Context: an optimization exercise on an open-source flow, tuned for small area. The choices shown serve that exercise and are no tape-out recipe. Where RTL was checked, it was by simulation tests only, not by an equivalence proof against the original.

==> inputs of v19 <==
Design convolutional_layer_1, start of the top module:
module convolutional_layer_1 (
  input signed [7:0] in,
  input clk, en,
  output signed [191:0] out
);
  reg [7:0] u [0:132];
  integer i;
  wire [16:0] en_n, en_p;
  genvar g, b;
  generate
    for (g = 0; g < 17; g = g + 1) begin : sel
      inv_cell in0 (.a(en), .y(en_n[g]));
      inv_cell in1 (.a(en_n[g]), .y(en_p[g]));
    end
  endgenerate
  wire [7:0] prv [0:132];
  wire [7:0] nxt [0:132];
  assign prv[0] = {~in[7], in[6:0]};
  generate
    for (g = 0; g < 133; g = g + 1) begin : hold
      if (g > 0) begin : link
        assign prv[g] = u[g-1];
      end
      for (b = 0; b < 8; b = b + 1) begin : bt
        wire y;
        hold_mux h (.d(prv[g][b]), .q(u[g][b]), .e(en_p[g / 8]), .e_n(en_n[g / 8]), .y(y));
        assign nxt[g][b] = y;
      end
    end
  endgenerate
  always @(posedge clk) begin
    for (i = 0; i < 133; i = i + 1) u[i] <= nxt[i];
  end
  wire [7:0] x0 = u[0];
  wire [7:0] x1 = u[1];
  wire [7:0] x2 = u[2];
  wire [7:0] x3 = u[3];
  wire [7:0] x4 = u[4];
  wire [7:0] x5 = u[32];
  wire [7:0] x6 = u[33];
  wire [7:0] x7 = u[34];
  wire [7:0] x8 = u[35];
  ...
==> flow/config.mk <==
export PLATFORM = sky130hd
export DESIGN_NAME = convolutional_layer_1
export DESIGN_NICKNAME = convolutional_layer_1
export VERILOG_FILES = /design/flow/design.v
export SDC_FILE = /design/flow/constraint.sdc
export NUM_CORES = 8
export LEC_CHECK = 0
export CAP_MARGIN = 20
export CORE_MARGIN = 2
export CORE_UTILIZATION = 55
export CTS_BUF_LIST = sky130_fd_sc_hd__clkbuf_16
export CTS_CLUSTER_DIAMETER = 100
export CTS_CLUSTER_SIZE = 25
export SLEW_MARGIN = 20
export SYNTH_HIERARCHICAL = 1
export SYNTH_MINIMUM_KEEP_SIZE = 0
==> flow/constraint.sdc <==
create_clock -name core_clock -period 18.0 [get_ports {clk}]
set_input_delay 3.6000 -clock core_clock [delete_from_list [all_inputs] [get_ports {clk}]]
set_output_delay 3.6000 -clock core_clock [all_outputs]
set_load 0.01 [all_outputs]
standard.sh (not shown) runs the stock make flow with config.mk's settings and CLKGATE_MAP_FILE= SYNTH_SCRIPT=/design/flow/synth_recipe.tcl, a recipe that flattens the netlist after the stock synthesis.
==> flow/flow/run.sh <==
#!/bin/bash
# Standard synthesis and layout with small port buffers; after placement the constant
# output ports of each map share one tie cell.
set -e
bash standard.sh synth > synth.log 2>&1
bash standard.sh BUFFER_PORTS_ARGS="-buffer_cell sky130_fd_sc_hd__buf_1" GPL_KEEP_OVERFLOW=0 place > place.log 2>&1
ODB=orfs/results/sky130hd/convolutional_layer_1/base/3_place.odb openroad -no_init -exit flow/merge_ties.tcl > merge_ties.log 2>&1
bash standard.sh BUFFER_PORTS_ARGS="-buffer_cell sky130_fd_sc_hd__buf_1" GPL_KEEP_OVERFLOW=0 finish > layout.log 2>&1
==> flow/flow/merge_ties.tcl <==
# Let one tie cell drive all the constant output ports of a map instead of one tie cell each.
read_db $::env(ODB)
set block [[[ord::get_db] getChip] getBlock]
array set keep {}
set removed 0
foreach inst [$block getInsts] {
  if {[[$inst getMaster] getName] ne "sky130_fd_sc_hd__conb_1"} { continue }
  set net "NULL"
  set pin ""
  foreach it [$inst getITerms] {
    set n [$it getNet]
    if {$n ne "NULL" && [[$it getMTerm] getName] in {LO HI}} { set net $n; set pin [[$it getMTerm] getName] }
  }
  if {$net eq "NULL"} { continue }
  set bts [$net getBTerms]
  if {[llength $bts] != 1 || [llength [$net getITerms]] != 1} { continue }
  set name [[lindex $bts 0] getName]
  if {![regexp {^out\[(\d+)\]$} $name -> idx]} { continue }
  set key "$pin[expr {$idx / 32}]"
  if {![info exists keep($key)]} { set keep($key) $net; continue }
  set bt [lindex $bts 0]
  $bt disconnect
  $bt connect $keep($key)
  odb::dbInst_destroy $inst
  odb::dbNet_destroy $net
  incr removed
}
puts "merge_ties: removed $removed tie cells"
write_db $::env(ODB)
==> inputs of v17, as changes to v19 <==
--- a/flow/design.v
+++ b/flow/design.v
@@ -1,39 +1,19 @@
 module convolutional_layer_1 (
   input signed [7:0] in,
   input clk, en,
   output signed [191:0] out
 );
   reg [7:0] u [0:132];
   integer i;
-  wire [16:0] en_n, en_p;
-  genvar g, b;
-  generate
-    for (g = 0; g < 17; g = g + 1) begin : sel
-      inv_cell in0 (.a(en), .y(en_n[g]));
-      inv_cell in1 (.a(en_n[g]), .y(en_p[g]));
-    end
-  endgenerate
-  wire [7:0] prv [0:132];
-  wire [7:0] nxt [0:132];
-  assign prv[0] = {~in[7], in[6:0]};
-  generate
-    for (g = 0; g < 133; g = g + 1) begin : hold
-      if (g > 0) begin : link
-        assign prv[g] = u[g-1];
-      end
-      for (b = 0; b < 8; b = b + 1) begin : bt
-        wire y;
-        hold_mux h (.d(prv[g][b]), .q(u[g][b]), .e(en_p[g / 8]), .e_n(en_n[g / 8]), .y(y));
-        assign nxt[g][b] = y;
-      end
-    end
-  endgenerate
   always @(posedge clk) begin
-    for (i = 0; i < 133; i = i + 1) u[i] <= nxt[i];
+    if (en) begin
+      u[0] <= {~in[7], in[6:0]};
+      for (i = 1; i < 133; i = i + 1) u[i] <= u[i-1];
+    end
   end
   wire [7:0] x0 = u[0];
   wire [7:0] x1 = u[1];
   wire [7:0] x2 = u[2];
   wire [7:0] x3 = u[3];
   wire [7:0] x4 = u[4];
   wire [7:0] x5 = u[32];
@@ -4371,13 +4351,7 @@
   assign s = a ^ b ^ c;
   assign co = (a & b) | (a & c) | (b & c);
 endmodule
 module ha_cell (input a, b, output s, co);
   assign s = a ^ b;
   assign co = a & b;
 endmodule
-module hold_mux (input d, q, e, e_n, output y);
-  assign y = (d & e) | (q & e_n);
-endmodule
-module inv_cell (input a, output y);
-  assign y = ~a;
-endmodule
==> flow/flow/run.sh (replaced) <==
#!/bin/bash
# Standard synthesis and layout with small port buffers; after placement the constant
# output ports of each map share one tie cell.
set -e
bash standard.sh synth > synth.log 2>&1
bash standard.sh BUFFER_PORTS_ARGS="-buffer_cell sky130_fd_sc_hd__buf_1" place > place.log 2>&1
ODB=orfs/results/sky130hd/convolutional_layer_1/base/3_place.odb openroad -no_init -exit flow/merge_ties.tcl > merge_ties.log 2>&1
bash standard.sh BUFFER_PORTS_ARGS="-buffer_cell sky130_fd_sc_hd__buf_1" finish > layout.log 2>&1
==> inputs of v24, as changes to v19 <==
==> flow/flow/run.sh (replaced) <==
#!/bin/bash
# Standard synthesis and layout with small port buffers; after placement the constant
# output ports of each map share one tie cell.
set -e
bash standard.sh synth > synth.log 2>&1
bash standard.sh BUFFER_PORTS_ARGS="-buffer_cell sky130_fd_sc_hd__buf_1" place > place.log 2>&1
ODB=orfs/results/sky130hd/convolutional_layer_1/base/3_place.odb openroad -no_init -exit flow/merge_ties.tcl > merge_ties.log 2>&1
bash standard.sh BUFFER_PORTS_ARGS="-buffer_cell sky130_fd_sc_hd__buf_1" finish > layout.log 2>&1
==> inputs of v1, as changes to v19 <==
--- a/flow/design.v
+++ b/flow/design.v
@@ -1,33 +1,27 @@
 module convolutional_layer_1 (
   input signed [7:0] in,
   input clk, en,
   output signed [191:0] out
 );
   reg [7:0] u [0:132];
   integer i;
-  wire [16:0] en_n, en_p;
-  genvar g, b;
-  generate
-    for (g = 0; g < 17; g = g + 1) begin : sel
-      inv_cell in0 (.a(en), .y(en_n[g]));
-      inv_cell in1 (.a(en_n[g]), .y(en_p[g]));
-    end
-  endgenerate
+  wire en_n = ~en;
   wire [7:0] prv [0:132];
   wire [7:0] nxt [0:132];
   assign prv[0] = {~in[7], in[6:0]};
+  genvar g, b;
   generate
     for (g = 0; g < 133; g = g + 1) begin : hold
       if (g > 0) begin : link
         assign prv[g] = u[g-1];
       end
       for (b = 0; b < 8; b = b + 1) begin : bt
         wire y;
-        hold_mux h (.d(prv[g][b]), .q(u[g][b]), .e(en_p[g / 8]), .e_n(en_n[g / 8]), .y(y));
+        hold_mux h (.d(prv[g][b]), .q(u[g][b]), .e(en), .e_n(en_n), .y(y));
         assign nxt[g][b] = y;
       end
     end
   endgenerate
   always @(posedge clk) begin
     for (i = 0; i < 133; i = i + 1) u[i] <= nxt[i];
   end
@@ -4374,10 +4368,7 @@
 module ha_cell (input a, b, output s, co);
   assign s = a ^ b;
   assign co = a & b;
 endmodule
 module hold_mux (input d, q, e, e_n, output y);
   assign y = (d & e) | (q & e_n);
 endmodule
-module inv_cell (input a, output y);
-  assign y = ~a;
-endmodule
==> flow/flow/run.sh (replaced) <==
#!/bin/bash
# Standard synthesis and layout with small port buffers; after placement the constant
# output ports of each map share one tie cell.
set -e
bash standard.sh synth > synth.log 2>&1
bash standard.sh BUFFER_PORTS_ARGS="-buffer_cell sky130_fd_sc_hd__buf_1" place > place.log 2>&1
ODB=orfs/results/sky130hd/convolutional_layer_1/base/3_place.odb openroad -no_init -exit flow/merge_ties.tcl > merge_ties.log 2>&1
bash standard.sh BUFFER_PORTS_ARGS="-buffer_cell sky130_fd_sc_hd__buf_1" finish > layout.log 2>&1
--- a/flow/config.mk
+++ b/flow/config.mk
@@ -7,10 +7,10 @@
 export LEC_CHECK = 0
 export CAP_MARGIN = 20
 export CORE_MARGIN = 2
 export CORE_UTILIZATION = 55
 export CTS_BUF_LIST = sky130_fd_sc_hd__clkbuf_16
 export CTS_CLUSTER_DIAMETER = 100
 export CTS_CLUSTER_SIZE = 25
-export SLEW_MARGIN = 20
+export SLEW_MARGIN = 30
 export SYNTH_HIERARCHICAL = 1
 export SYNTH_MINIMUM_KEEP_SIZE = 0
==> results by group <==
Route
  – Via density: 6.78

Run status
  – Status: complete, no violations

Logic synthesis
  – Synth Warn #: 9
  – Top cells by instance count after synthesis: sky130_fd_sc_hd__fa_1 (1717), sky130_fd_sc_hd__a22o_1 (1064), sky130_fd_sc_hd__dfxtp_1 (1064), sky130_fd_sc_hd__inv_1 (463), sky130_fd_sc_hd__ha_1 (167)

Global route
  – GRT Util Overall: 47.3%

Final layout
  – Layout Cells excl Fill: 6465
[end of results for v19]
==> results by group <==
Logic synthesis
  – Top cells by instance count after synthesis: sky130_fd_sc_hd__fa_1 (1717), sky130_fd_sc_hd__a22o_1 (1064), sky130_fd_sc_hd__dfxtp_1 (1064), sky130_fd_sc_hd__inv_1 (430), sky130_fd_sc_hd__ha_1 (167)
  – Synthesized flop and latch total: 1064
  – Synth Flop Type: sky130_fd_sc_hd__dfxtp_1
  – Synth Warn #: 9

Final layout
  – Layout Cells excl Fill: 6547

Worst setup path
  – Critical Path End: out[71]
  – Highest net fanout along the worst path: 17

Run status
  – Status: complete, no violations

Global route
  – GRT Util Overall: 48.4%
[end of results for v1]
==> results by group <==
Global route
  – GRT Util Overall: 46.6%

Final layout
  – Layout Cells excl Fill: 6577

Logic synthesis
  – Synth Area in XOR/XNOR: 0.118%
  – Top cells by instance count after synthesis: sky130_fd_sc_hd__fa_1 (1717), sky130_fd_sc_hd__a22o_1 (1064), sky130_fd_sc_hd__dfxtp_1 (1064), sky130_fd_sc_hd__inv_1 (463), sky130_fd_sc_hd__ha_1 (167)
  – Largest family of logic cells by synthesized area: adder cells
  – Synth Warn #: 9

Route
  – Via density: 6.72

Clocking
  – CTS tree: yes

Run status
  – Status: complete, no violations

Placed design
  – RePlAce Congestion: 1.18
[end of results for v24]
==> results by group <==
Global route
  – GRT Util Overall: 43.9%

Clocking
  – Number of H-tree levels: 2
  – Number of sinks on the clock net: 1064

STA
  – Max-slew headroom: 18.6%

Route
  – Via density: 6.44

Run status
  – Status: complete, no violations
[end of results for v17]
The RTL of v19, v24 and v1 was laid out without a check of its function.

[static timing again, ports no longer ideal]
In the flow no input, the clock included, has a driving cell. The finished layouts below were timed again as built, in two steps. Step 1 sets driving cells, clkbuf_16 on the clock port and buf_2 on the other inputs (assumed; they add their load-dependent delay and slew). Step 2, shift: input delay + t, output delay - t, t = (earliest + latest rising clock arrival at the registers) / 2. This alone moves slack from input paths to output paths. Three values: ideal ports, drivers, drivers and shift; two values: the first two.
run	shift t [ns]	setup slack, ns	hold WS [ns]	slew at the worst register clock pin (ns)
v19	0.770	0.424 / 0.339 / 1.109	0.457 / 0.457 / 0.457	0.10 / 0.10
v17	0.778	0.507 / 0.427 / 1.205	0.387 / 0.387 / 0.387	0.10 / 0.10
v24	0.754	0.412 / 0.335 / 1.089	0.476 / 0.476 / 0.476	0.11 / 0.11
v1	0.786	0.509 / 0.419 / 1.205	0.484 / 0.484 / 0.484	0.11 / 0.11
After both steps every run listed still meets setup and hold.
